From an optimization exercise on the open Yosys and OpenROAD flow, aimed at small area, a short achievable clock period and few clock cycles per item; shortcuts taken in it are not production practice.
The RTL was checked by simulation tests, not by an equivalence proof against the original design.

**config.mk**
```make
export PLATFORM = sky130hd
export DESIGN_NAME = div_unit
export DESIGN_NICKNAME = div_unit
export VERILOG_FILES = /design/flow/design.v
export SDC_FILE = /design/flow/constraint.sdc
export NUM_CORES = 4
export LEC_CHECK = 0
export ABC_AREA = 1
export CAP_MARGIN = 20
export CORE_MARGIN = 2
export CORE_UTILIZATION = 65
export SLEW_MARGIN = 20
```
**constraint.sdc**
```tcl
create_clock -name core_clock -period 150.0 [get_ports {clk_i}]
set_input_delay 30.0000 -clock core_clock [delete_from_list [all_inputs] [get_ports {clk_i}]]
set_output_delay 30.0000 -clock core_clock [all_outputs]
set_load 0.01 [all_outputs]
```
**design.v**
```verilog
`timescale 1ns/1ps
`default_nettype none
module div_unit_step (
    input  logic [31:0] r,
    input  logic [31:0] y,
    input  logic        hiok,
    input  logic        sa,
    output logic        q,
    output logic [31:0] rn
);
    logic [31:0] g, p, gg, pp;
    always_comb begin
        g  = r & y;
        p  = r ^ y;
        gg = g;
        pp = p;
        for (int l = 0; l < 5; l++)
            for (int i = 0; i < 32; i++)
                if ((i % (2 << l)) == (2 << l) - 1) begin
                    gg[i] = gg[i] | (pp[i] & gg[i - (1 << l)]);
                    pp[i] = pp[i] & pp[i - (1 << l)];
                end
        for (int l = 3; l >= 0; l--)
            for (int i = 0; i < 32; i++)
                if ((i % (2 << l)) == (1 << l) - 1 && i >= (2 << l)) begin
                    gg[i] = gg[i] | (pp[i] & gg[i - (1 << l)]);
                    pp[i] = pp[i] & pp[i - (1 << l)];
                end
    end
    assign q  = hiok & ~(sa & r[31]) & (gg[31] | (sa & pp[31]));
    assign rn = q ? (p ^ {gg[30:0], 1'b0}) : r;
endmodule
module div_unit #(
    parameter integer K = 5
) (
    input  logic        clk_i,
    input  logic        rst_ni,
    input  logic        start_i,
    input  logic [2:0]  op_type_i,
    input  logic [31:0] operand_a_i,
    input  logic [31:0] operand_b_i,
    output logic [31:0] result_o,
    output logic        done_o,
    output logic        busy_o,
    output logic        exception_valid_o,
    output logic [31:0] exception_cause_o
);
    localparam integer W  = 32 + K - 1;        
    localparam integer MM = (32 + K - 1) / K;  
    logic        busy_q, done_q, first_q, acc_q;
    logic [3:0]  cnt_q;
    logic [2:0]  op_q;
    logic [31:0] r_q, d_q, q_q;
    logic        sa_q, exc_q;
    logic        sgn, sa0, sa, sb, bz, ovf;
    logic [31:0] x0, bm, nb;
    logic [32:0] cb;
    logic [5:0]  la, lb;
    logic signed [7:0] n;
    logic [3:0]  m, mcur;
    assign sgn = ~op_q[0];
    assign sa0 = sgn & r_q[31];
    assign sa  = first_q ? sa0 : sa_q;
    assign sb  = sgn & d_q[31];
    assign x0  = r_q ^ {32{first_q & sa0}};
    assign bm  = d_q ^ {32{sb}};
    assign bz  = (d_q == 32'd0);
    assign ovf = (r_q == 32'h80000000) && (d_q == 32'hFFFFFFFF);
    assign cb[0] = ~sb;
    for (genvar i = 0; i < 32; i++) begin : g_inc
        assign nb[i]    = ~bm[i] ^ cb[i];
        assign cb[i+1] = ~bm[i] & cb[i];
    end
    always_comb begin
        la = 6'd0;
        lb = 6'd0;
        for (int i = 0; i < 32; i++) begin
            if (x0[i]) la = 6'(i + 1);
            if (bm[i]) lb = 6'(i + 1);
        end
    end
    assign n = $signed({2'b00, la}) - $signed({2'b00, lb}) + $signed({7'd0, sa0 & ~sb}) + 8'sd1;
    always_comb begin
        m = 4'd1;
        for (int j = 2; j <= MM; j++)
            if (n > (j - 1) * K) m = 4'(j);
    end
    assign mcur = first_q ? m : cnt_q;
    logic [W-1:0] yw;
    always_comb begin
        yw = '1;
        for (int j = 1; j <= MM; j++)
            if (mcur == 4'(j))
                yw = W'({1'b1, nb}) << (j * K - 1);
    end
    logic [31:0]  rs [0:K];
    logic [K-1:0] qb;
    assign rs[0] = x0;
    for (genvar j = 0; j < K; j++) begin : g_step
        logic [W-1:0] yj;
        logic         hiok;
        assign yj = W'({{j{1'b1}}, yw} >> j);
        if (W - j > 32) begin : g_hi
            assign hiok = &yj[W-1-j:32];
        end else begin : g_nohi
            assign hiok = 1'b1;
        end
        div_unit_step u_step (
            .r(rs[j]), .y(yj[31:0]), .hiok(hiok), .sa(sa), .q(qb[K-1-j]), .rn(rs[j+1])
        );
    end
    logic        last, is_rem, negl, rflip;
    logic [31:0] qbase, qf, qn;
    logic [32:0] orq;
    assign last   = (mcur == 4'd1);
    assign is_rem = op_q[2] & op_q[1];
    assign qbase  = first_q ? 32'd0 : q_q;
    assign qf     = {qbase[31-K:0], qb & {K{op_q[2]}}};
    assign negl   = last & op_q[2] & ~op_q[1] & ((sa ^ sb) | bz);
    assign rflip  = sa;
    logic [32-K:0] orh;
    assign orq[0] = bz;
    assign orh[0] = 1'b0;
    for (genvar i = 0; i < 32; i++) begin : g_res
        if (i < K) begin : g_lo
            assign orq[i+1] = orq[i] | qf[i];
        end else begin : g_hi
            assign orh[i-K+1] = orh[i-K] | qf[i];
            assign orq[i+1]   = orq[K] | orh[i-K+1];
        end
        assign qn[i] = is_rem ? (rs[K][i] ^ rflip) : (qf[i] ^ (negl & orq[i]));
    end
    always_ff @(posedge clk_i or negedge rst_ni) begin
        if (!rst_ni) begin
            busy_q <= 1'b0;
            done_q <= 1'b0;
            acc_q  <= 1'b1;
        end else if (start_i) begin
            busy_q <= 1'b1;
            done_q <= 1'b0;
            acc_q  <= 1'b0;
        end else if (done_q) begin
            busy_q <= 1'b0;
            done_q <= 1'b0;
            acc_q  <= 1'b1;
        end else if (busy_q && last) begin
            done_q <= 1'b1;
            acc_q  <= 1'b1;
        end
    end
    always_ff @(posedge clk_i) begin
        first_q <= start_i;
        cnt_q   <= mcur - 4'd1;
        q_q     <= qn;
        if (acc_q) begin
            r_q  <= operand_a_i;
            d_q  <= operand_b_i;
            op_q <= op_type_i;
        end else begin
            r_q  <= rs[K];
        end
        if (first_q) begin
            sa_q  <= sa0;
            exc_q <= bz | ovf;
        end
    end
    assign result_o          = q_q;
    assign done_o            = done_q;
    assign busy_o            = busy_q;
    assign exception_valid_o = exc_q;
    assign exception_cause_o = {30'd0, exc_q, 1'b0};
endmodule
```
**flow/run.sh**
```bash
#!/bin/bash
# Standard ORFS layout with two changes: the logic is mapped with the ABC
# script in flow/abc_area.script, and the port buffers are the smallest
# buffer cell. Each tool's output goes to its own log file.
set -euo pipefail
rm -rf orfs_scripts
cp -r "$FLOW_HOME/scripts" orfs_scripts
cp flow/abc_area.script orfs_scripts/abc_area.script
export SCRIPTS_DIR="$PWD/orfs_scripts"
export BUFFER_PORTS_ARGS="-buffer_cell sky130_fd_sc_hd__buf_1"
bash standard.sh > standard_flow.log 2>&1
```
**flow/abc_area.script**
```
strash
dch
map -B 0.9 -D 14000
topo
stime -c
buffer -c
upsize -c -D 14000
dnsize -c -D 14000
```
**standard.sh**
```bash
#!/bin/bash
# synth_recipe.tcl (not shown) runs the flow's synth.tcl, then flattens the netlist and writes it again
# the make line also repeats each setting of config.mk as NAME=value (left out here)
make -C /OpenROAD-flow-scripts/flow DESIGN_CONFIG=/design/flow/config.mk WORK_HOME=/design/flow/orfs CLKGATE_MAP_FILE= SYNTH_SCRIPT=/design/flow/synth_recipe.tcl "${@:-finish}"
```
==> results of run 1 <==
## cells in the final DEF, fill, tap and decap left out, types with 4 or more instances in the layout
master     instances
a21o_1            21
a21oi_1           98
a221oi_1          11
a22oi_1            4
a31oi_1           32
buf_1            105
buf_4             26
clkbuf_16         10
clkinv_1           4
conb_1            31
dfxtp_1           70
edfxtp_1          36
fa_1              78
ha_1             199
inv_1            336
nand2_1          567
nand3_1          116
nand4_1           63
nor2_1           132
nor3_1            30
nor4_1            24
o2111ai_1          6
o211ai_1          11
o21a_1            11
o21ai_0          228
o21bai_1           6
o221ai_1          13
o22ai_1           15
o31ai_1            6
or2_2             18
xnor2_1           41
xor2_1           119
## cells in the mapped netlist, types with 63 or more instances
library cell | instances | area [µm²]
nand4_1 | 63 | 394
fa_1 | 78 | 1560
clkbuf_1 | 68 | 255
nand3_1 | 116 | 581
nor2_1 | 132 | 495
a21oi_1 | 99 | 495
dfxtp_1 | 70 | 1400
ha_1 | 199 | 2490
o21ai_0 | 228 | 1140
nand2_1 | 569 | 2140
inv_1 | 336 | 1260
xor2_1 | 119 | 1040
## metal layers
layer / share of wire, % / vias to the layer above / GRT usage, %
li1: - / 8167 / -
met1: 42 / 7902 / 53.9
met2: 44 / 827 / 62.2
met3: 10 / 137 / 5.28
met4: 3.9 / 0 / 15.1
met5: 0 / - / 0
## how the worst max path moves through the flow
stage / cells past startpoint / slack (ns) / end / startpoint
global placement: 1 / 119.49 / done_o / done_q
CTS: 1 / 119.07 / done_o / done_q
global route: 1 / 119.04 / done_o / done_q
floorplan: 1 / 119.42 / exception_cause_o[1] / exc_q
detailed placement: 1 / 119.45 / done_o / done_q
finish: 1 / 119.08 / done_o / done_q
## worst register-to-register path, delay by kind of cell (launching register included)
kind / cells / cell delay (ns)
AO/OA/AOI/OAI: 45 / 10.49
XOR/XNOR: 2 / 0.64
AND/OR/NAND/NOR: 46 / 7.95
flip-flops: 1 / 0.57
buffers and inverters: 19 / 4.63
adder cells (fa/ha/maj): 9 / 2.95
## cell families (layout without fill, tap and decap cells)
| logic type | Yosys count | count (layout) |
|---|---|---|
| AND/OR/NAND/NOR | 962 | 962 |
| AO/OA/AOI/OAI | 472 | 472 |
| buffers and inverters | 451 | 488 |
| adder cells (fa/ha/maj) | 277 | 277 |
| XOR/XNOR | 160 | 160 |
| flip-flops | 109 | 109 |
| other | 1 | 31 |
## cell type report
type	count	area share (%)
clock buffers	12	1.53
multi-input cells	1902	70.7
flip-flops and latches	109	14.6
inverters	341	7.30
clock inverters	4	0.157
well taps	330	2.36
repair buffers	131	3.36
## registers in the layout, indices dropped and copies added (netlist names)
register  count
d_q          32
q_q          32
r_q          32
cnt_q         4
op_q          3
acc_q         1
busy_q        1
done_q        1
exc_q         1
first_q       1
sa_q          1
## through the flow
step	hold WS, ns
after floorplan	0.432
after global placement	0.465
after detailed placement	0.514
after CTS	0.521
after global routing	0.543
final	0.522
==> impl_metrics.csv, run 1 <==
group,metric,value,unit
sta,setup_viol,0,
sta,rsz0062_at_grt,"no",
worst_setup_path,worstPathRequired,120.00,ns
cells_and_area,multi_input_area,12400,µm²
outcome,outcome,"finished clean",
clock_network,clock_sinks,109,
worst_setup_path,start_kind,"flip-flop",
die,core-area,25200,µm²
worst_setup_path,crit_arrival,0.92,ns
hold_path,holdCritPathClass,"reg -> reg",
cells_and_area,final_util,69.6,%
yosys,syn-instance-count,2432,
placed_design,dp.cells,2813,
run,maxCapViolCount,0,
clock_network,htreeDepth,3,
global_routing,grt_pass1_vias,15721,
sta,fin_crit_sh,20.6,%
clock_network,clk_pin_slew,0.07,ns
global_routing,grt_overflow,0,
die,die-area,26900,µm²
route,post_drt_via_cell_ratio,6.02,
clock_network,post_cts_buffers,0,
sta,tns,0,ns
yosys,synth-edff-count,36,
yosys,synth-seq-cells,109,
route,drt-initial-drc-count,1964,
worst_setup_path,crit_fanout,4,
cells_and_area,diodes,0,
clock_network,cts_resized,0,
cells_and_area,fin_area,17500,µm²
sta,max_slew_margin,23.6,%
sta,drv_slew,0,
sta,fmax,32.3,MHz
route,antenna_left,0,
route,wire_per_inst,18.5,µm
worst_setup_path,worstPathCellList,"buf_1",
clock_network,clockBufferDepth,2,
yosys,yosys_warnings,4,
route,drcViolationCount,0,
sta,hold_viol,0,
placed_design,dp_slack,119.45,ns
clock_network,root_buffer,"clkbuf_16",
placed_design,place_area,17200,µm²
clock_network,numCtsBuffers,9,
global_routing,grt_max_degree,101,
route,first_pass_iters,5,
worst_setup_path,path_class,"reg -> out",
hold_path,min-delay-start,"done_q",
yosys,synth_xor_xnor_area_share,8.43,%
die,die_y,164,µm
die,ios,137,
worst_setup_path,reg2regPathDepth,121,
yosys,synthMuxAreaShare,0,%
sta,fin_ws,119.08,ns
global_routing,grt_pass1_wl,82.0,mm
sta,worst_pin_slew,1.13,ns
placed_design,port_buffers,105,
hold_path,min_path_cells,1,
yosys,synth_compound_area_share,16.3,%
worst_setup_path,r2r_start,"first_q",
sta,skew,0.0156,ns
die,die_w,164,µm
global_routing,grt_usage,39.1,%
yosys,ys_async_sr_fraction,2.75,%
die,start_util,66.0,%
placed_design,gp_congestion,1.01,
sta,min_period,30.92,ns
cells_and_area,finalNetCount,2841,
yosys,synth_flop_cell,"dfxtp_1",
hold_path,min_to,"done_q",
clock_network,clock_latency,0.36,ns
yosys,syn_area,16600,µm²
yosys,synth.avg_cell_area,6.84,µm²
worst_setup_path,path_buf_inv,1,
yosys,ys_seq_area_share,15.4,%
placed_design,dpl.hpwl,43.1,mm
global_routing,antenna_found_initial,0,
worst_setup_path,rr_endpoint,"q_q[7]",
yosys,synth_top_family_by_area,"simple AND/OR/NAND/NOR gates",
yosys,synthSimpleGateAreaFrac,24.6,%
worst_setup_path,critPathMaxStageDelay,0.41,ns
cells_and_area,fin_cells,2829,
die,rows,58,
cells_and_area,syn2layout_area_growth,5.42,%
worst_setup_path,crit_family,"flip-flops",
yosys,ys_types,48,
route,vias,17033,
clock_network,tritoncts,"yes",
yosys,synth_fa_ha_area_share,24.4,%
cells_and_area,regArea,2560,µm²
route,drt_wl_total,52.3,mm
cells_and_area,layout-drive-gt1-share,2.60,%
cells_and_area,fillCellCount,2294,
clock_network,postCtsHoldBufs,0,
worst_setup_path,timing.critical_path.slowest_stage_cell,"dfrtp_1",
worst_setup_path,rrSetupSlack,122.64,ns
worst_setup_path,crit_path_end_kind,"output pin",
Testbench counts, summed over its fixed seeds: cycles 5,099, ops 1,600.
==> inputs of run 2 (changes only) <==
==> flow/abc_area.script (replaced) <==
strash
dch
map -B 0.7 -D 12000
topo
stime -c
buffer -c
upsize -c -D 14000
dnsize -c -D 14000
==> run 2 against run 1 <==
Effect of this change:
- die area fell by 1.1%
- register-to-register slack lost 0.17 ns
- design area is 0.67% lower
- critical path depth is the same
- clock-buffer cell count unchanged
==> impl_metrics.csv, run 2 <==
group,metric,value,unit
clock_network,htreeDepth,3,
sta,tns,0,ns
clock_network,clk_pin_slew,0.07,ns
sta,fmax,32.4,MHz
yosys,ys_async_sr_fraction,2.75,%
yosys,synthSimpleGateAreaFrac,23.3,%
yosys,synth_top_family_by_area,"adder cells",
clock_network,numCtsBuffers,9,
yosys,synth.avg_cell_area,6.90,µm²
yosys,synth_compound_area_share,17.3,%
worst_setup_path,r2r_start,"first_q",
route,first_pass_iters,6,
run,maxCapViolCount,0,
cells_and_area,fin_cells,2786,
sta,setup_viol,0,
worst_setup_path,path_class,"reg -> out",
clock_network,clock_latency,0.36,ns
worst_setup_path,timing.critical_path.slowest_stage_cell,"dfrtp_1",
clock_network,root_buffer,"clkbuf_16",
worst_setup_path,start_kind,"flip-flop",
die,ios,137,
sta,hold_viol,0,
die,rows,58,
yosys,syn_area,16400,µm²
yosys,synth_top_cell_by_area,"ha_1",
cells_and_area,syn2layout_area_growth,5.93,%
global_routing,grt_overflow,0,
route,vias,16692,
yosys,synth_flop_cell,"dfxtp_1",
yosys,syn-instance-count,2382,
placed_design,port_buffers,105,
yosys,synthMuxAreaShare,0.266,%
route,wire_per_inst,18.3,µm
global_routing,grt_max_degree,98,
placed_design,dp_slack,119.47,ns
placed_design,gp_congestion,1.04,
yosys,synth-seq-cells,109,
yosys,synth_fa_ha_area_share,24.6,%
worst_setup_path,crit_path_end_kind,"output pin",
sta,fin_ws,119.10,ns
yosys,yosys_warnings,4,
placed_design,dp.cells,2770,
cells_and_area,diodes,0,
clock_network,cts_resized,0,
worst_setup_path,crit_fanout,4,
worst_setup_path,rr_endpoint,"q_q[5]",
yosys,ys_seq_area_share,15.6,%
worst_setup_path,worstPathCellList,"buf_1",
clock_network,clock_sinks,109,
outcome,outcome,"finished clean",
worst_setup_path,rrSetupSlack,122.47,ns
yosys,yosys.area.top_type_share,15.1,%
route,post_drt_via_cell_ratio,5.99,
global_routing,grt_usage,38.1,%
global_routing,grt_pass1_wl,79.7,mm
clock_network,clockBufferDepth,2,
yosys,synth_xor_xnor_area_share,8.58,%
hold_path,holdCritPathClass,"reg -> reg",
worst_setup_path,setup.worst_path.start,"done_q",
worst_setup_path,crit_arrival,0.90,ns
worst_setup_path,reg2regPathDepth,137,
route,drt-initial-drc-count,1854,
die,start_util,65.7,%
yosys,synth.most_common_cell,"nand2_1",
worst_setup_path,critPathMaxStageDelay,0.40,ns
die,die_w,163,µm
sta,max_slew_margin,24.5,%
sta,min_period,30.90,ns
cells_and_area,layout-drive-gt1-share,3.05,%
global_routing,grt_pass1_vias,15420,
route,antenna_left,0,
sta,drv_slew,0,
cells_and_area,reg_top3,"d_q x32, q_q x32, r_q x32",
cells_and_area,layout_common_cells,"nand2_1 (559), inv_1 (307), o21ai_0 (232)",
yosys,synth-edff-count,36,
die,die_y,163,µm
clock_network,postCtsHoldBufs,0,
worst_setup_path,worstPathRequired,120.00,ns
yosys,ys_types,43,
cells_and_area,finalNetCount,2798,
sta,fin_crit_sh,20.6,%
clock_network,post_cts_buffers,0,
die,die-area,26600,µm²
yosys,yosys-top-cells-area,"ha_1 (15%), nand2_1 (13%), fa_1 (9.5%)",
die,core-area,25000,µm²
worst_setup_path,path_buf_inv,1,
placed_design,dpl.hpwl,41.6,mm
route,drcViolationCount,0,
worst_setup_path,crit_family,"flip-flops",
sta,rsz0062_at_grt,"no",
yosys,ys_top_cells_by_count,"nand2_1 (560), inv_1 (307), o21ai_0 (232)",
route,drt_wl_total,51.0,mm
cells_and_area,final_common_cell,"nand2_1",
sta,skew,0.0159,ns
clock_network,tritoncts,"yes",
global_routing,antenna_found_initial,0,
worst_setup_path,cp_num_cells,1,
sta,worst_pin_slew,1.12,ns
worst_setup_path,crit_end,"done_o",
run 2: layer usage:
metal | GRT usage [%] | up-vias | share of wire [%]
li1 | - | 8056 | -
met1 | 50.8 | 7701 | 41
met2 | 62.5 | 808 | 45
met3 | 5.10 | 127 | 9.5
met4 | 15.6 | 0 | 4.4
met5 | 0 | - | 0
run 2: cell type report:
cell class / instances / area, µm²
clock buffers: 12 / 289
well taps: 330 / 413
fillers: 2256 / 7620
clock inverters: 4 / 32.5
multi-input cells: 1883 / 12300
flip-flops and latches: 109 / 2560
inverters: 311 / 1170
repair buffers: 137 / 634
run 2: kinds of logic (layout without fill, tap and decap cells):
group,count (synthesis),count (layout)
flops,109,109
xor+xnor,161,161
mux,4,4
compound gates,507,507
simple gates,903,903
other cells,1,31
buf+inv,420,464
fa+ha+maj,277,277
run 2: how the worst min path moves through the flow:
stage | slack (ns) | end | cells past startpoint | from
global placement | 0.46 | done_q | 1 | done_q
finish | 0.51 | done_q | 1 | done_q
CTS | 0.50 | done_q | 1 | done_q
detailed placement | 0.49 | done_q | 1 | done_q
floorplan | 0.43 | exc_q | 0 | first_q
global route | 0.51 | done_q | 1 | done_q
run 2: per-stage QoR:
stage,instance area [µm²],utilization [%],hold WS (ns)
2_1_floorplan,16600,-,0.432
3_3_place_gp,17100,68.3,0.464
3_5_place_dp,17100,68.3,0.490
4_1_cts,17400,69.6,0.500
5_1_grt,17400,69.6,0.514
6_report,17400,69.6,0.509
==> inputs of run 3 (changes only) <==
==> flow/run.sh (replaced) <==
#!/bin/bash
# Standard ORFS layout with two changes: the logic is mapped with the ABC
# script in flow/abc_area.script, and constant outputs share one tie cell, and the port buffers are the smallest
# buffer cell. Each tool's output goes to its own log file.
set -euo pipefail
rm -rf orfs_scripts
cp -r "$FLOW_HOME/scripts" orfs_scripts
cp flow/abc_area.script orfs_scripts/abc_area.script
export SCRIPTS_DIR="$PWD/orfs_scripts"
export SKIP_REPAIR_TIE_FANOUT=1
export BUFFER_PORTS_ARGS="-buffer_cell sky130_fd_sc_hd__buf_1"
bash standard.sh > standard_flow.log 2>&1
==> run 3 against run 2 <==
Effect of this change:
- routed wire length increased by 3.7%
- worst setup slack worse by 0.012 ns
- register-to-register slack improved by 0.42 ns
- core utilization shrank 0.57 points
- global-route usage is 1.1 points higher
- critical endpoint unchanged
- largest cell class unchanged
- highest routed layer unchanged
==> impl_metrics.csv, run 3 <==
group,metric,value,unit
outcome,outcome,"finished clean",
yosys,ys_top_cells_by_count,"nand2_1 (560), inv_1 (307), o21ai_0 (232)",
route,first_pass_iters,8,
die,die-area,26600,µm²
route,vias,16600,
worst_setup_path,crit_fanout,4,
cells_and_area,syn2layout_area_growth,5.05,%
worst_setup_path,crit_path_end_kind,"output pin",
die,ios,137,
yosys,yosys-top-cells-area,"ha_1 (15%), nand2_1 (13%), fa_1 (9.5%)",
clock_network,clk_pin_slew,0.07,ns
global_routing,grt_max_degree,98,
global_routing,antenna_found_initial,0,
clock_network,numCtsBuffers,9,
route,drt-initial-drc-count,1826,
yosys,synth.most_common_cell,"nand2_1",
yosys,synth-edff-count,36,
route,drt_wl_total,52.8,mm
sta,fmax,32.3,MHz
sta,fin_crit_sh,20.6,%
placed_design,dpl.hpwl,43.2,mm
clock_network,post_cts_buffers,0,
die,rows,58,
worst_setup_path,start_kind,"flip-flop",
global_routing,grt_overflow,0,
worst_setup_path,path_class,"reg -> out",
cells_and_area,layout_common_cells,"nand2_1 (559), inv_1 (307), o21ai_0 (232)",
cells_and_area,diodes,0,
worst_setup_path,crit_family,"flip-flops",
sta,skew,0.0130,ns
worst_setup_path,critPathMaxStageDelay,0.40,ns
clock_network,clock_sinks,109,
worst_setup_path,timing.critical_path.slowest_stage_cell,"dfrtp_1",
global_routing,grt_pass1_wl,81.2,mm
worst_setup_path,path_buf_inv,1,
sta,rsz0062_at_grt,"no",
clock_network,root_buffer,"clkbuf_16",
clock_network,postCtsHoldBufs,0,
placed_design,dp_slack,119.46,ns
clock_network,clockBufferDepth,2,
sta,hold_viol,0,
placed_design,port_buffers,105,
worst_setup_path,worstPathRequired,120.00,ns
placed_design,gp_congestion,1.03,
yosys,synth.avg_cell_area,6.90,µm²
cells_and_area,finalNetCount,2769,
cells_and_area,reg_top3,"d_q x32, q_q x32, r_q x32",
yosys,syn_area,16400,µm²
worst_setup_path,worstPathCellList,"buf_1",
die,start_util,65.7,%
cells_and_area,final_common_cell,"nand2_1",
clock_network,clock_latency,0.35,ns
yosys,synth_top_cell_by_area,"ha_1",
sta,setup_viol,0,
die,die_y,163,µm
run,maxCapViolCount,0,
die,die_w,163,µm
clock_network,cts_resized,0,
die,core-area,25000,µm²
sta,tns,0,ns
yosys,synth_flop_cell,"dfxtp_1",
route,post_drt_via_cell_ratio,6.02,
yosys,syn-instance-count,2382,
yosys,yosys.area.top_type_share,15.1,%
route,drcViolationCount,0,
yosys,yosys_warnings,4,
yosys,ys_types,43,
yosys,synth-seq-cells,109,
hold_path,holdCritPathClass,"reg -> reg",
global_routing,grt_pass1_vias,15078,
cells_and_area,fillCellCount,2209,
sta,drv_slew,0,
clock_network,tritoncts,"yes",
route,wire_per_inst,19.2,µm
sta,fin_ws,119.08,ns
route,antenna_left,0,
yosys,ys_seq_area_share,15.6,%
sta,max_slew_margin,22.7,%
sta,min_period,30.92,ns
yosys,ys_async_sr_fraction,2.75,%
global_routing,grt_usage,39.2,%
clock_network,htreeDepth,3,
sta,worst_pin_slew,1.15,ns
cells_and_area,layout-drive-gt1-share,3.09,%
worst_setup_path,crit_arrival,0.92,ns
## run 3: per-layer routing
metal / wire, µm / global-route usage, % / vias up
met4: 1850 / 12.8 / 0
met5: 0 / 0 / -
li1: - / - / 8021
met2: 23300 / 62.5 / 753
met3: 4580 / 4.49 / 119
met1: 23100 / 55.4 / 7707
## run 3: area by class of cell
| type | count | area, µm² | area share (%) |
|---|---|---|---|
| tap | 330 | 413 | 2.39 |
| multi-input combinational | 1853 | 12200 | 70.7 |
| clock inverter | 5 | 40.0 | 0.232 |
| sequential | 109 | 2560 | 14.8 |
| inverter | 311 | 1170 | 6.76 |
| clock buffer | 11 | 243 | 1.41 |
| timing repair buffer | 138 | 642 | 3.72 |
## run 3: cell families after synthesis
kind of cell	after synthesis	share of synthesized area, %
adders and majority gates	277	24.6
and+or+nand+nor	903	23.3
muxes	4	0.266
buffers and inverters	420	10.3
xor gates and xnor gates	161	8.58
other	1	0.0228
AOI/OAI and AO/OA	507	17.3
DFF	109	15.6
## run 3: path summary, 6_finish.rpt
path / startpoint / endpoint / slack (ns) / cells after the start
max: done_q / done_o / 119.08 / 1
min: done_q / done_q / 0.51 / 1
max reg2reg: op_q[0] / q_q[5] / 122.89 / 135
min reg2reg: done_q / done_q / 0.51 / 1
max in group asynchronous: rst_ni / acc_q / 120.33 / 1
min in group asynchronous: rst_ni / busy_q / 29.44 / 1
## run 3: stage by stage
stage / cells / hold WS (ns) / utilization, % / instance area (µm²)
2_1_floorplan: 2382 / 0.432 / - / 16400
3_3_place_gp: 2741 / 0.468 / 67.9 / 17000
3_5_place_dp: 2741 / 0.501 / 67.9 / 17000
4_1_cts: 2757 / 0.516 / 69.0 / 17300
5_1_grt: 2757 / 0.533 / 69.0 / 17300
6_report: 2757 / 0.513 / 69.0 / 17300
==> inputs of run 4 (changes only) <==
--- a/design.v
+++ b/design.v
@@ -48,6 +48,7 @@
     localparam integer W  = 32 + K - 1;        
     localparam integer MM = (32 + K - 1) / K;  
-    logic        busy_q, done_q, first_q, acc_q;
-    logic [3:0]  cnt_q;
+    localparam integer CW = (MM >= 8) ? 4 : 3;   
+    logic        busy_q, done_q, first_q, acc;
+    logic [CW-1:0] cnt_q;
     logic [2:0]  op_q;
     logic [31:0] r_q, d_q, q_q;
@@ -58,5 +59,5 @@
     logic [5:0]  la, lb;
     logic signed [7:0] n;
-    logic [3:0]  m, mcur;
+    logic [CW-1:0] m, mcur;
     assign sgn = ~op_q[0];
     assign sa0 = sgn & r_q[31];
@@ -82,7 +83,7 @@
     assign n = $signed({2'b00, la}) - $signed({2'b00, lb}) + $signed({7'd0, sa0 & ~sb}) + 8'sd1;
     always_comb begin
-        m = 4'd1;
+        m = CW'(1);
         for (int j = 2; j <= MM; j++)
-            if (n > (j - 1) * K) m = 4'(j);
+            if (n > (j - 1) * K) m = CW'(j);
     end
     assign mcur = first_q ? m : cnt_q;
@@ -91,5 +92,5 @@
         yw = '1;
         for (int j = 1; j <= MM; j++)
-            if (mcur == 4'(j))
+            if (mcur == CW'(j))
                 yw = W'({1'b1, nb}) << (j * K - 1);
     end
@@ -113,5 +114,5 @@
     logic [31:0] qbase, qf, qn;
     logic [32:0] orq;
-    assign last   = (mcur == 4'd1);
+    assign last   = (mcur == CW'(1));
     assign is_rem = op_q[2] & op_q[1];
     assign qbase  = first_q ? 32'd0 : q_q;
@@ -135,23 +136,20 @@
             busy_q <= 1'b0;
             done_q <= 1'b0;
-            acc_q  <= 1'b1;
         end else if (start_i) begin
             busy_q <= 1'b1;
             done_q <= 1'b0;
-            acc_q  <= 1'b0;
         end else if (done_q) begin
             busy_q <= 1'b0;
             done_q <= 1'b0;
-            acc_q  <= 1'b1;
         end else if (busy_q && last) begin
             done_q <= 1'b1;
-            acc_q  <= 1'b1;
         end
     end
+    assign acc = ~busy_q | done_q;
     always_ff @(posedge clk_i) begin
         first_q <= start_i;
-        cnt_q   <= mcur - 4'd1;
+        cnt_q   <= mcur - CW'(1);
         q_q     <= qn;
-        if (acc_q) begin
+        if (acc) begin
             r_q  <= operand_a_i;
             d_q  <= operand_b_i;
==> flow/abc_area.script (replaced) <==
strash
dch
map -B 0.5 -D 12000
topo
stime -c
buffer -c
upsize -c -D 14000
dnsize -c -D 14000
--- a/config.mk
+++ b/config.mk
@@ -7,6 +7,6 @@
 export LEC_CHECK = 0
 export ABC_AREA = 1
-export CAP_MARGIN = 20
+export CAP_MARGIN = 0
 export CORE_MARGIN = 2
 export CORE_UTILIZATION = 65
-export SLEW_MARGIN = 20
+export SLEW_MARGIN = 0
==> run 4 against run 3 <==
Effect of this change:
- critical path depth is the same
- sequential cell count fell by 2
- routed wire length shrank 4.3%
- core utilization up 0.38 points
- critical endpoint is now busy_o
- highest routed layer is now met5
==> impl_metrics.csv, run 4 <==
group,metric,value,unit
sta,max_slew_margin,31.3,%
placed_design,gp_congestion,0.987,
global_routing,grt_usage,38.6,%
clock_network,clk_pin_slew,0.08,ns
hold_path,holdCritPathClass,"reg -> reg",
yosys,syn-instance-count,2267,
die,die_w,161,µm
yosys,ys_seq_area_share,15.7,%
sta,drv_slew,0,
yosys,synth.avg_cell_area,7.05,µm²
worst_setup_path,crit_fanout,2,
clock_network,cts_resized,0,
hold_path,min_path_cells,1,
worst_setup_path,start_kind,"flip-flop",
die,die-area,25900,µm²
worst_setup_path,crit_path_end_kind,"output pin",
sta,fmax,32.3,MHz
hold_path,min-delay-start,"cnt_q[0]",
cells_and_area,finalNetCount,2651,
route,drt_wl_total,50.5,mm
worst_setup_path,path_class,"reg -> out",
die,die_y,161,µm
yosys,syn_area,16000,µm²
die,ios,137,
cells_and_area,fillCellCount,2188,
global_routing,antenna_found_initial,1,
worst_setup_path,rrSetupSlack,122.30,ns
yosys,synth_top_cell_by_area,"ha_1",
cells_and_area,layout_common_cells,"nand2_1 (452), inv_1 (248), o21ai_0 (232)",
route,wire_per_inst,19.2,µm
sta,worst_pin_slew,1.03,ns
clock_network,postCtsHoldBufs,0,
global_routing,grt_overflow,0,
yosys,ys_top_cells_by_count,"nand2_1 (454), inv_1 (248), o21ai_0 (232)",
yosys,yosys-top-cells-area,"ha_1 (15%), nand2_1 (11%), fa_1 (9.8%)",
yosys,yosys_warnings,4,
clock_network,numCtsBuffers,9,
cells_and_area,syn2layout_area_growth,5.17,%
clock_network,tritoncts,"yes",
global_routing,grt_pass1_wl,78.7,mm
yosys,yosys.area.top_type_share,15.3,%
die,start_util,65.9,%
placed_design,dp.cells,2620,
yosys,ys_types,46,
cells_and_area,layout-drive-gt1-share,3.24,%
outcome,outcome,"finished clean",
clock_network,root_buffer,"clkbuf_16",
placed_design,dpl.hpwl,41.2,mm
die,core-area,24200,µm²
worst_setup_path,path_buf_inv,1,
route,vias,15959,
worst_setup_path,reg2regPathDepth,134,
worst_setup_path,critPathMaxStageDelay,0.39,ns
cells_and_area,reg_top3,"d_q x32, q_q x32, r_q x32",
placed_design,port_buffers,105,
sta,rsz0062_at_grt,"no",
sta,fin_crit_sh,20.6,%
clock_network,htreeDepth,3,
worst_setup_path,timing.critical_path.slowest_stage_cell,"dfrtp_1",
worst_setup_path,rr_endpoint,"q_q[31]",
clock_network,clock_latency,0.37,ns
hold_path,min_to,"cnt_q[0]",
worst_setup_path,crit_family,"flip-flops",
route,drcViolationCount,0,
global_routing,grt_pass1_vias,15111,
route,post_drt_via_cell_ratio,6.05,
worst_setup_path,r2r_start,"first_q",
sta,setup_viol,0,
yosys,synth_flop_cell,"dfxtp_1",
cells_and_area,final_common_cell,"nand2_1",
route,first_pass_iters,7,
cells_and_area,diodes,0,
sta,tns,0,ns
die,rows,57,
cells_and_area,fin_cells,2636,
yosys,synth-seq-cells,107,
sta,skew,0.0184,ns
yosys,synth.most_common_cell,"nand2_1",
clock_network,clock_sinks,107,
global_routing,grt_max_degree,102,
clock_network,post_cts_buffers,0,
worst_setup_path,worstPathCellList,"buf_1",
clock_network,clockBufferDepth,2,
route,antenna_left,0,
yosys,ys_async_sr_fraction,1.87,%
sta,hold_viol,0,
run,maxCapViolCount,0,
yosys,synth-edff-count,36,
worst_setup_path,worstPathRequired,120.00,ns
worst_setup_path,crit_arrival,0.91,ns
route,drt-initial-drc-count,1499,
sta,min_period,30.91,ns
## run 4: cell types whose count changed after synthesis, sizes merged, moves of 5 or more
cell     before  now
nand2       560  454
nand3       104   43
inv         307  250
a21oi       144  196
nor2        109  161
xor2        138  154
nand4        61   49
a31oi        26   37
nor3         17    7
and3          0    9
a211oi        2   10
nor4         27   21
a22oi         7    2
o2111ai       8    3
## run 4: cell type report
| type | instances | area, µm² | area share (%) |
|---|---|---|---|
| clock inverter | 7 | 61.3 | 0.365 |
| clock buffer | 9 | 225 | 1.34 |
| timing repair buffer | 136 | 627 | 3.73 |
| inverter | 254 | 953 | 5.67 |
| tap | 324 | 405 | 2.41 |
| sequential | 107 | 2510 | 14.9 |
| multi-input combinational | 1799 | 12000 | 71.6 |
## run 4: per-stage QoR
stage                     utilization (%)  cell area [µm²]  hold WS, ns  worst slack (ns)
final                                69.4            16800        0.564            119.09
after global routing                 69.4            16800        0.624            119.06
after CTS                            69.4            16800        0.569            119.08
after detailed placement             68.2            16500        0.561            119.47
after global placement               68.2            16500        0.537            119.47
after floorplan                         -            16000        0.432            119.42
## run 4: worst max-delay path by stage
stage                      start                    to  slack, ns  cells after the start
after global routing      busy_q                busy_o     119.06                      1
final                     busy_q                busy_o     119.09                      1
after CTS                 busy_q                busy_o     119.08                      1
after global placement    busy_q                busy_o     119.47                      1
after floorplan            exc_q  exception_cause_o[1]     119.42                      1
after detailed placement  busy_q                busy_o     119.47                      1
## run 4: routing by layer
layer / wire [µm] / track usage [%]
met5: 13 / 0
met3: 3560 / 4.44
met4: 2960 / 21.3
met2: 23700 / 65.9
met1: 20300 / 47.8
## run 4: kinds of logic after synthesis
kind of cell | synth area share [%]
fa+ha+maj | 25.1
buf+inv | 9.22
simple gates | 20.2
other cells | 0.0234
mux | 0.0704
xor+xnor | 9.53
compound gates | 20.2
flops | 15.7
## run 4: worst register-to-register path: cells and delay by family, from the launching register on
kind | cells | cell delay (ns)
flops | 1 | 0.68
xor+xnor | 2 | 0.45
buf+inv | 27 | 5.05
fa+ha+maj | 8 | 2.35
simple gates | 47 | 6.53
compound gates | 50 | 12.56
Testbench counts of run 4, summed over its fixed seeds: cycles 5,099, ops 1,600.
==> inputs of run 5 (changes only) <==
--- a/config.mk
+++ b/config.mk
@@ -7,6 +7,6 @@
 export LEC_CHECK = 0
 export ABC_AREA = 1
-export CAP_MARGIN = 0
+export CAP_MARGIN = 20
 export CORE_MARGIN = 2
 export CORE_UTILIZATION = 65
-export SLEW_MARGIN = 0
+export SLEW_MARGIN = 20
==> run 5 against run 4 <==
Effect of this change:
- via count did not move
- highest routed layer unchanged
- clock-buffer cell count did not move
- synthesized cell count did not move
- still clean
- first-iteration DRC count did not move
- design area did not move
- sequential cell count did not move
- maximum frequency did not move
- non-clock buffer count did not move
- die area did not move
- largest cell class unchanged
- core utilization did not move
==> impl_metrics.csv, run 5 <==
group,metric,value,unit
yosys,ys_seq_area_share,15.7,%
worst_setup_path,crit_end,"busy_o",
worst_setup_path,path_buf_inv,1,
cells_and_area,layout_common_cells,"nand2_1 (452), inv_1 (248), o21ai_0 (232)",
global_routing,grt_pass1_vias,15111,
clock_network,tritoncts,"yes",
die,core-area,24200,µm²
placed_design,place_area,16500,µm²
outcome,outcome,"finished clean",
yosys,synth-edff-count,36,
yosys,synth.most_common_cell,"nand2_1",
worst_setup_path,setup.worst_path.start,"busy_q",
clock_network,clk_pin_slew,0.08,ns
die,rows,57,
die,die-area,25900,µm²
yosys,syn-instance-count,2267,
sta,drv_slew,0,
sta,setup_viol,0,
clock_network,root_buffer,"clkbuf_16",
worst_setup_path,worstPathCellList,"buf_1",
worst_setup_path,reg2regPathDepth,134,
worst_setup_path,rrSetupSlack,122.30,ns
cells_and_area,reg_top3,"d_q x32, q_q x32, r_q x32",
cells_and_area,multi_input_area,12000,µm²
route,wire_per_inst,19.2,µm
yosys,ys_async_sr_fraction,1.87,%
sta,hold_viol,0,
sta,fin_crit_sh,20.6,%
global_routing,grt_usage,38.6,%
sta,min_period,30.91,ns
worst_setup_path,crit_path_end_kind,"output pin",
yosys,synth_flop_cell,"dfxtp_1",
yosys,ys_types,46,
cells_and_area,syn2layout_area_growth,5.17,%
cells_and_area,fillCellCount,2188,
yosys,synth.avg_cell_area,7.05,µm²
die,die_y,161,µm
placed_design,gp_congestion,0.987,
worst_setup_path,rr_endpoint,"q_q[31]",
worst_setup_path,r2r_start,"first_q",
global_routing,grt_pass1_wl,78.7,mm
worst_setup_path,crit_fanout,2,
clock_network,clock_latency,0.37,ns
die,ios,137,
clock_network,clockBufferDepth,2,
yosys,synth-seq-cells,107,
sta,tns,0,ns
sta,rsz0062_at_grt,"no",
worst_setup_path,cp_num_cells,1,
run,maxCapViolCount,0,
cells_and_area,regArea,2510,µm²
clock_network,numCtsBuffers,9,
route,post_drt_via_cell_ratio,6.05,
die,die_w,161,µm
route,drcViolationCount,0,
sta,worst_pin_slew,1.03,ns
cells_and_area,finalNetCount,2651,
yosys,yosys-top-cells-area,"ha_1 (15%), nand2_1 (11%), fa_1 (9.8%)",
hold_path,holdCritPathClass,"reg -> reg",
clock_network,postCtsHoldBufs,0,
sta,skew,0.0184,ns
route,drt-initial-drc-count,1499,
yosys,syn_area,16000,µm²
route,antenna_left,0,
die,start_util,65.9,%
global_routing,grt_overflow,0,
clock_network,post_cts_buffers,0,
worst_setup_path,path_class,"reg -> out",
clock_network,htreeDepth,3,
yosys,yosys.area.top_type_share,15.3,%
route,drt_wl_total,50.5,mm
route,vias,15959,
worst_setup_path,crit_arrival,0.91,ns
placed_design,dpl.hpwl,41.2,mm
sta,fmax,32.3,MHz
cells_and_area,fin_area,16800,µm²
worst_setup_path,start_kind,"flip-flop",
cells_and_area,diodes,0,
cells_and_area,layout-drive-gt1-share,3.24,%
route,first_pass_iters,7,
global_routing,antenna_found_initial,1,
yosys,ys_top_cells_by_count,"nand2_1 (454), inv_1 (248), o21ai_0 (232)",
worst_setup_path,timing.critical_path.slowest_stage_cell,"dfrtp_1",
clock_network,cts_resized,0,
yosys,yosys_warnings,4,
cells_and_area,final_common_cell,"nand2_1",
worst_setup_path,critPathMaxStageDelay,0.39,ns
yosys,synth_top_cell_by_area,"ha_1",
sta,max_slew_margin,31.3,%
worst_setup_path,worstPathRequired,120.00,ns
global_routing,grt_max_degree,102,
clock_network,clock_sinks,107,
placed_design,port_buffers,105,
worst_setup_path,crit_family,"flip-flops",
==> run 5: cell counts after synthesis <==
No cell type changed its count.
==> run 5: how the worst min path moves through the flow <==
stage | start | end | slack (ns) | cells past startpoint
4_1_cts | cnt_q[0] | cnt_q[0] | 0.57 | 1
3_5_place_dp | cnt_q[0] | cnt_q[0] | 0.56 | 1
2_1_floorplan | first_q | exc_q | 0.43 | 0
3_3_place_gp | cnt_q[0] | cnt_q[0] | 0.54 | 1
6_report | cnt_q[0] | cnt_q[0] | 0.56 | 1
5_1_grt | cnt_q[0] | cnt_q[0] | 0.62 | 1
==> run 5: per-layer routing <==
| metal | wire, µm | track usage [%] | share of wire, % |
|---|---|---|---|
| met5 | 13 | 0 | 0.026 |
| met4 | 2960 | 21.3 | 5.9 |
| met3 | 3560 | 4.44 | 7.0 |
| met2 | 23700 | 65.9 | 47 |
| met1 | 20300 | 47.8 | 40 |
==> run 5: cells by family after synthesis <==
group                    after synthesis  synth area share [%]
other                                  1                0.0234
AND/OR/NAND/NOR                      771                  20.2
buffers and inverters                361                  9.22
AO/OA/AOI/OAI                        578                  20.2
adder cells (fa/ha/maj)              274                  25.1
flip-flops                           107                  15.7
multiplexers                           1                0.0704
XOR/XNOR                             174                  9.53
==> run 5: final cells by class <==
| cell class | instances | share of cell area (%) |
|---|---|---|
| multi-input cells | 1799 | 71.6 |
| flip-flops and latches | 107 | 14.9 |
| inverters | 254 | 5.67 |
| repair buffers | 136 | 3.73 |
| well taps | 324 | 2.41 |
| clock buffers | 9 | 1.34 |
| clock inverters | 7 | 0.365 |
==> run 5: metrics by stage <==
step	utilization, %	worst slack, ns	hold WS [ns]	std cells
2_1_floorplan	-	119.42	0.432	2267
6_report	69.4	119.09	0.564	2636
5_1_grt	69.4	119.06	0.624	2636
3_3_place_gp	68.2	119.47	0.537	2620
4_1_cts	69.4	119.08	0.569	2636
3_5_place_dp	68.2	119.47	0.561	2620
==> inputs of run 6 (changes only) <==
--- a/design.v
+++ b/design.v
@@ -130,5 +130,5 @@
             assign orq[i+1]   = orq[K] | orh[i-K+1];
         end
-        assign qn[i] = is_rem ? (rs[K][i] ^ rflip) : (qf[i] ^ (negl & orq[i]));
+        assign qn[i] = (is_rem ? rs[K][i] : qf[i]) ^ (is_rem ? rflip : (negl & orq[i]));
     end
     always_ff @(posedge clk_i or negedge rst_ni) begin
==> run 6 against run 5 <==
Effect of this change:
- maximum frequency hardly changed
- clock-buffer cell count rose by 2
- first-iteration DRC count increased by 5.1%
- largest cell class unchanged
- die area is 1.7% lower
- non-clock buffer count fell by 15
- critical path depth unchanged
- clock skew is 0.0057 ns lower
- critical endpoint unchanged
- still clean
- sequential cell count is the same
==> impl_metrics.csv, run 6 <==
group,metric,value,unit
yosys,synth.most_common_cell,"nand2_1",
sta,rsz0062_at_grt,"no",
route,drt-initial-drc-count,1576,
route,post_drt_via_cell_ratio,6.00,
global_routing,grt_pass1_vias,14686,
die,die_y,160,µm
yosys,synth-seq-cells,107,
clock_network,post_cts_buffers,0,
die,die_w,160,µm
global_routing,grt_pass1_wl,76.3,mm
yosys,syn_area,15700,µm²
cells_and_area,reg_top3,"d_q x32, q_q x32, r_q x32",
sta,worst_pin_slew,1.04,ns
sta,fmax,32.3,MHz
global_routing,grt_usage,37.3,%
cells_and_area,fillCellCount,2152,
placed_design,dpl.hpwl,38.1,mm
worst_setup_path,reg2regPathDepth,130,
die,start_util,66.6,%
sta,fin_crit_sh,20.6,%
sta,hold_viol,0,
route,drt_wl_total,47.1,mm
cells_and_area,final_util,69.6,%
hold_path,min_path_cells,1,
clock_network,clockBufferDepth,2,
yosys,synth.avg_cell_area,7.08,µm²
global_routing,grt_overflow,0,
die,rows,56,
worst_setup_path,start_kind,"flip-flop",
cells_and_area,finalNetCount,2591,
worst_setup_path,crit_path_end_kind,"output pin",
route,wire_per_inst,18.3,µm
yosys,synth_top_cell_by_area,"ha_1",
cells_and_area,diodes,0,
yosys,yosys_warnings,4,
cells_and_area,layout_common_cells,"nand2_1 (466), inv_1 (246), o21ai_0 (239)",
sta,max_slew_margin,30.4,%
clock_network,root_buffer,"clkbuf_16",
clock_network,numCtsBuffers,9,
worst_setup_path,path_buf_inv,1,
yosys,ys_async_sr_fraction,1.87,%
worst_setup_path,timing.critical_path.slowest_stage_cell,"dfrtp_1",
die,die-area,25400,µm²
yosys,ys_seq_area_share,16.0,%
clock_network,clk_pin_slew,0.08,ns
clock_network,cts_resized,0,
die,core-area,23600,µm²
cells_and_area,layout-drive-gt1-share,2.04,%
global_routing,grt_max_degree,102,
sta,tns,0,ns
global_routing,antenna_found_initial,0,
die,ios,137,
worst_setup_path,cp_num_cells,1,
clock_network,clock_sinks,107,
sta,setup_viol,0,
sta,skew,0.0126,ns
placed_design,gp_congestion,0.960,
yosys,synth_flop_cell,"dfxtp_1",
yosys,ys_top_cells_by_count,"nand2_1 (468), inv_1 (246), o21ai_0 (239)",
clock_network,tritoncts,"yes",
run,maxCapViolCount,0,
placed_design,port_buffers,105,
cells_and_area,syn2layout_area_growth,4.54,%
yosys,yosys-top-cells-area,"ha_1 (16%), nand2_1 (11%), fa_1 (9.9%)",
yosys,yosys.area.top_type_share,15.6,%
sta,min_period,30.92,ns
worst_setup_path,path_class,"reg -> out",
worst_setup_path,worstPathCellList,"buf_1",
yosys,synth-edff-count,36,
clock_network,clock_latency,0.37,ns
worst_setup_path,crit_family,"flip-flops",
outcome,outcome,"finished clean",
cells_and_area,final_common_cell,"nand2_1",
yosys,syn-instance-count,2220,
route,first_pass_iters,6,
clock_network,htreeDepth,3,
yosys,ys_types,46,
worst_setup_path,critPathMaxStageDelay,0.39,ns
clock_network,postCtsHoldBufs,0,
worst_setup_path,crit_arrival,0.92,ns
route,vias,15425,
worst_setup_path,crit_fanout,2,
route,antenna_left,0,
sta,drv_slew,0,
hold_path,holdCritPathClass,"reg -> reg",
worst_setup_path,worstPathRequired,120.00,ns
route,drcViolationCount,0,
## run 6: changes by cell type in the layout (fill, tap and decap cells not counted), moves of 4 or more
cell     delta
a21oi_1    -30
buf_4      -15
nand4_1     -6
nor2_1     -17
nand3_1    +26
nor4_1      -4
nand2_1    +14
xnor2_1     +4
and3_1      -8
nor3_1      +5
or2_2       -9
a31oi_1    -11
o21ai_0     +7
## run 6: area by class of cell
cell class | instances | area (µm²) | area share (%)
multi-input combinational | 1758 | 11800 | 71.7
sequential | 107 | 2510 | 15.3
inverter | 250 | 938 | 5.71
timing repair buffer | 121 | 514 | 3.13
tap | 319 | 399 | 2.43
clock buffer | 11 | 243 | 1.48
clock inverter | 5 | 45.0 | 0.274
## run 6: through the flow
step	setup WS (ns)	instances	hold slack, ns	cell area, µm²
final	119.08	2571	0.557	16400
after global routing	118.67	2571	0.593	16400
after CTS	119.07	2571	0.552	16400
after detailed placement	119.46	2555	0.542	16100
after global placement	119.47	2555	0.519	16100
after floorplan	119.42	2220	0.432	15700
## run 6: layer usage
layer	vias to the layer above	part of all wire (%)	GRT usage, %
met3	129	7.9	4.69
met4	0	4.3	14.8
met5	-	0	0
met2	654	45	60.7
met1	7126	43	50.4
li1	7516	-	-
## run 6: final timing paths
path / startpoint / end / slack, ns
worst max-delay path: busy_q / busy_o / 119.08
worst min-delay path: cnt_q[0] / cnt_q[0] / 0.56
worst max register to register: first_q / q_q[9] / 120.98
worst min register to register: cnt_q[0] / cnt_q[0] / 0.56
max in group asynchronous: rst_ni / busy_q / 120.47
min in group asynchronous: rst_ni / busy_q / 29.41
## run 6: cell families after synthesis
family          Yosys count  share of synthesized area [%]
buf+inv                 355                           9.24
other cells               1                         0.0239
xor+xnor                178                           9.92
fa+ha+maj               274                           25.5
compound gates          535                           19.0
flops                   107                           16.0
mux                       1                         0.0637
simple gates            769                           20.2
Testbench counts of run 6, summed over its fixed seeds: cycles 5,099, ops 1,600.
==> inputs of run 7 (changes only) <==
--- a/design.v
+++ b/design.v
@@ -59,5 +59,5 @@
     logic [5:0]  la, lb;
     logic signed [7:0] n;
-    logic [CW-1:0] m, mcur;
+    logic [CW-1:0] mm1, rc;
     assign sgn = ~op_q[0];
     assign sa0 = sgn & r_q[31];
@@ -83,16 +83,16 @@
     assign n = $signed({2'b00, la}) - $signed({2'b00, lb}) + $signed({7'd0, sa0 & ~sb}) + 8'sd1;
     always_comb begin
-        m = CW'(1);
-        for (int j = 2; j <= MM; j++)
-            if (n > (j - 1) * K) m = CW'(j);
+        mm1 = '0;
+        for (int j = 1; j < MM; j++)
+            if (n > j * K) mm1 = CW'(j);
     end
-    assign mcur = first_q ? m : cnt_q;
+    assign rc = first_q ? mm1 : cnt_q;
+    logic [W-1:0] ys [0:CW];
+    assign ys[0] = W'({1'b1, nb}) << (K - 1);
+    for (genvar i = 0; i < CW; i++) begin : g_align
+        assign ys[i+1] = rc[i] ? (ys[i] << (K << i)) : ys[i];
+    end
     logic [W-1:0] yw;
-    always_comb begin
-        yw = '1;
-        for (int j = 1; j <= MM; j++)
-            if (mcur == CW'(j))
-                yw = W'({1'b1, nb}) << (j * K - 1);
-    end
+    assign yw = ys[CW];
     logic [31:0]  rs [0:K];
     logic [K-1:0] qb;
@@ -114,5 +114,5 @@
     logic [31:0] qbase, qf, qn;
     logic [32:0] orq;
-    assign last   = (mcur == CW'(1));
+    assign last   = (rc == '0);
     assign is_rem = op_q[2] & op_q[1];
     assign qbase  = first_q ? 32'd0 : q_q;
@@ -149,5 +149,5 @@
     always_ff @(posedge clk_i) begin
         first_q <= start_i;
-        cnt_q   <= mcur - CW'(1);
+        cnt_q   <= rc - CW'(1);
         q_q     <= qn;
         if (acc) begin
==> flow/abc_area.script (replaced) <==
strash
dch
map -B 0.7 -D 12000
topo
stime -c
buffer -c
upsize -c -D 14000
dnsize -c -D 14000
==> run 7 against run 6 <==
Effect of this change:
- synthesized cell count down 0.99%
- routed wire length fell by 3.6%
- highest routed layer unchanged
- critical endpoint is now result_o[17]
- worst setup slack improved by 0.024 ns
- non-clock buffer count increased by 11
- critical path type unchanged
- sequential cell count stayed put
- maximum frequency about the same
- clock-buffer cell count down 2
- worst hold slack better by 0.061 ns
==> impl_metrics.csv, run 7 <==
group,metric,value,unit
cells_and_area,layout-drive-gt1-share,2.90,%
placed_design,gp_congestion,0.976,
worst_setup_path,critPathMaxStageDelay,0.38,ns
worst_setup_path,reg2regPathDepth,127,
clock_network,clock_sinks,107,
cells_and_area,syn2layout_area_growth,5.13,%
yosys,syn_area,15300,µm²
yosys,yosys_warnings,6,
route,vias,14897,
placed_design,port_buffers,105,
worst_setup_path,timing.critical_path.slowest_stage_cell,"dfxtp_1",
yosys,synth-seq-cells,107,
die,core-area,23300,µm²
die,die_w,158,µm
die,ios,137,
route,wire_per_inst,17.7,µm
clock_network,root_buffer,"clkbuf_16",
yosys,ys_seq_area_share,16.4,%
sta,skew,0.0160,ns
global_routing,grt_pass1_vias,13997,
yosys,synth.most_common_cell,"nand2_1",
cells_and_area,fin_cells,2562,
yosys,ys_async_sr_fraction,1.87,%
worst_setup_path,start_kind,"flip-flop",
clock_network,postCtsHoldBufs,0,
worst_setup_path,worstPathRequired,120.00,ns
placed_design,dpl.hpwl,37.5,mm
cells_and_area,reg_top3,"d_q x32, q_q x32, r_q x32",
worst_setup_path,path_buf_inv,1,
sta,rsz0062_at_grt,"no",
global_routing,grt_overflow,0,
clock_network,clock_latency,0.36,ns
yosys,synth.avg_cell_area,6.97,µm²
die,start_util,65.7,%
global_routing,met1_usage,47.8,%
cells_and_area,layout_common_cells,"nand2_1 (526), inv_1 (291), o21ai_0 (240)",
global_routing,antenna_found_initial,0,
sta,fmax,32.4,MHz
cells_and_area,finalNetCount,2571,
global_routing,grt_usage,36.9,%
sta,fin_crit_sh,20.6,%
sta,drv_slew,0,
route,drcViolationCount,0,
hold_path,min_path_cells,2,
yosys,ys_types,40,
worst_setup_path,r2r_start,"op_q[0]",
clock_network,htreeDepth,3,
die,die_y,158,µm
die,die-area,24800,µm²
placed_design,dp.cells,2545,
clock_network,tritoncts,"yes",
worst_setup_path,crit_path_end_kind,"output pin",
sta,max_slew_margin,16.1,%
worst_setup_path,crit_family,"flip-flops",
worst_setup_path,rrSetupSlack,120.70,ns
clock_network,post_cts_buffers,0,
route,post_drt_via_cell_ratio,5.81,
sta,setup_viol,0,
worst_setup_path,worstPathCellList,"buf_1",
worst_setup_path,crit_arrival,0.90,ns
hold_path,holdCritPathClass,"reg -> reg",
cells_and_area,fillCellCount,2141,
cells_and_area,final_common_cell,"nand2_1",
hold_path,min-delay-start,"q_q[5]",
sta,min_period,30.90,ns
die,rows,56,
yosys,synth_flop_cell,"dfxtp_1",
clock_network,numCtsBuffers,9,
sta,tns,0,ns
yosys,ys_top_cells_by_count,"nand2_1 (526), inv_1 (292), o21ai_0 (241)",
global_routing,use_met3,5.17,%
worst_setup_path,setup.worst_path.start,"q_q[17]",
clock_network,cts_resized,0,
global_routing,grt.met2_usage,61.7,%
worst_setup_path,crit_fanout,3,
yosys,synth_top_cell_by_area,"ha_1",
yosys,synth-edff-count,36,
global_routing,busiest_layer,"met2",
clock_network,clockBufferDepth,2,
clock_network,clk_pin_slew,0.07,ns
route,drt-initial-drc-count,1476,
route,antenna_left,0,
run,maxCapViolCount,0,
sta,hold_viol,0,
global_routing,grt_max_degree,94,
outcome,outcome,"finished clean",
worst_setup_path,path_class,"reg -> out",
route,drt_wl_total,45.4,mm
sta,worst_pin_slew,1.25,ns
worst_setup_path,cp_num_cells,1,
yosys,syn-instance-count,2198,
route,first_pass_iters,6,
yosys,yosys-top-cells-area,"ha_1 (16%), nand2_1 (13%), fa_1 (9.7%)",
yosys,yosys.area.top_type_share,15.5,%
global_routing,grt_pass1_wl,71.5,mm
-- run 7: changes by cell type after synthesis, sizes merged, moves of 7 or more --
cell / before / now
inv: 246 / 293
nand2: 468 / 526
o221ai: 16 / 2
nand3: 69 / 87
clkbuf: 71 / 64
xor2: 154 / 137
nor2: 144 / 87
o22ai: 18 / 0
a31oi: 26 / 33
a21oi: 165 / 111
nor4: 17 / 25
xnor2: 24 / 34
-- run 7: metrics by stage --
stage / utilization (%) / hold slack (ns) / setup WS [ns] / area (µm²)
after detailed placement: 67.9 / 0.612 / 119.48 / 15800
final: 69.1 / 0.618 / 119.10 / 16100
after floorplan: - / 0.432 / 119.42 / 15300
after global placement: 67.9 / 0.596 / 119.49 / 15800
after global routing: 69.1 / 0.668 / 118.71 / 16100
after CTS: 69.1 / 0.624 / 119.09 / 16100
-- run 7: cell families (layout without fill, tap and decap cells) --
logic type	after synthesis	count (layout)	synth area share [%]
AND/OR/NAND/NOR	805	805	22.0
AO/OA/AOI/OAI	446	446	15.9
multiplexers	2	2	0.131
adder cells (fa/ha/maj)	264	264	25.2
buffers and inverters	402	446	10.6
XOR/XNOR	171	171	9.77
flip-flops	107	107	16.4
other	1	2	0.0245
-- run 7: metal layers --
layer	vias to the layer above	wire, µm
met5	-	0
li1	7321	-
met2	595	20800
met3	129	3440
met1	6852	19100
met4	0	2000
-- run 7: path summary, 6_finish.rpt --
check,to
worst max-delay path,result_o[17]
worst min-delay path,q_q[10]
worst max register to register,q_q[14]
worst min register to register,q_q[10]
max in group asynchronous,done_q
min in group asynchronous,busy_q
-- run 7: layout make-up --
| class | count | area, µm² | share of cell area [%] |
|---|---|---|---|
| clock buffer | 9 | 225 | 1.40 |
| multi-input combinational | 1689 | 11200 | 69.5 |
| antenna | 1 | 2.50 | 0.0155 |
| tap | 319 | 399 | 2.48 |
| clock inverter | 7 | 56.3 | 0.349 |
| timing repair buffer | 132 | 597 | 3.70 |
| inverter | 298 | 1120 | 6.94 |
| sequential | 107 | 2510 | 15.6 |
-- run 7: tightest hold or removal path: cells and delay by family (launching register included) --
family | cells | cell delay, ns
compound gates | 1 | 0.11
xor+xnor | 1 | 0.12
flops | 1 | 0.35
Testbench counts of run 7, summed over its fixed seeds: cycles 5,099, ops 1,600.

-- re-timing with driven ports --
How much do the figures lean on ideal ports? The routed layouts below were timed once more, with nothing changed but the port constraints.
Step 1 (the two cells are an assumption about what drives the block):
set clk [get_ports {clk_i}]
set_driving_cell -lib_cell sky130_fd_sc_hd__clkbuf_16 $clk
set_driving_cell -lib_cell sky130_fd_sc_hd__buf_2 [delete_from_list [all_inputs] $clk]
Step 2 also shifts input and output timing later by t, the mid clock arrival at the registers, as if the neighbouring blocks saw the same clock.
Slacks: no drivers / after step 1 / after step 2; pairs: no drivers / after step 1.
| run | t, ns | slack for setup (ns) | hold WS [ns] | worst setup path after step 2 | worst slew at a driven data input, ns |
|---|---|---|---|---|---|
| run 1 | 0.397 | 119.075 / 119.028 / 119.425 | 0.522 / 0.522 / 0.522 | register to output | 0.04 |
| run 2 | 0.392 | 119.096 / 119.053 / 119.445 | 0.509 / 0.509 / 0.509 | register to output | 0.04 |
| run 3 | 0.392 | 119.084 / 119.040 / 119.432 | 0.513 / 0.513 / 0.513 | register to output | 0.05 |
| run 4 | 0.403 | 119.087 / 119.043 / 119.446 | 0.564 / 0.564 / 0.564 | register to output | 0.07 |
| run 5 | 0.403 | 119.087 / 119.043 / 119.446 | 0.564 / 0.564 / 0.564 | register to output | 0.07 |
| run 6 | 0.416 | 119.075 / 119.024 / 119.440 | 0.557 / 0.557 / 0.557 | register to output | 0.06 |
| run 7 | 0.397 | 119.099 / 119.056 / 119.453 | 0.618 / 0.618 / 0.618 | register to output | 0.04 |
After both steps every run listed still meets setup and hold.
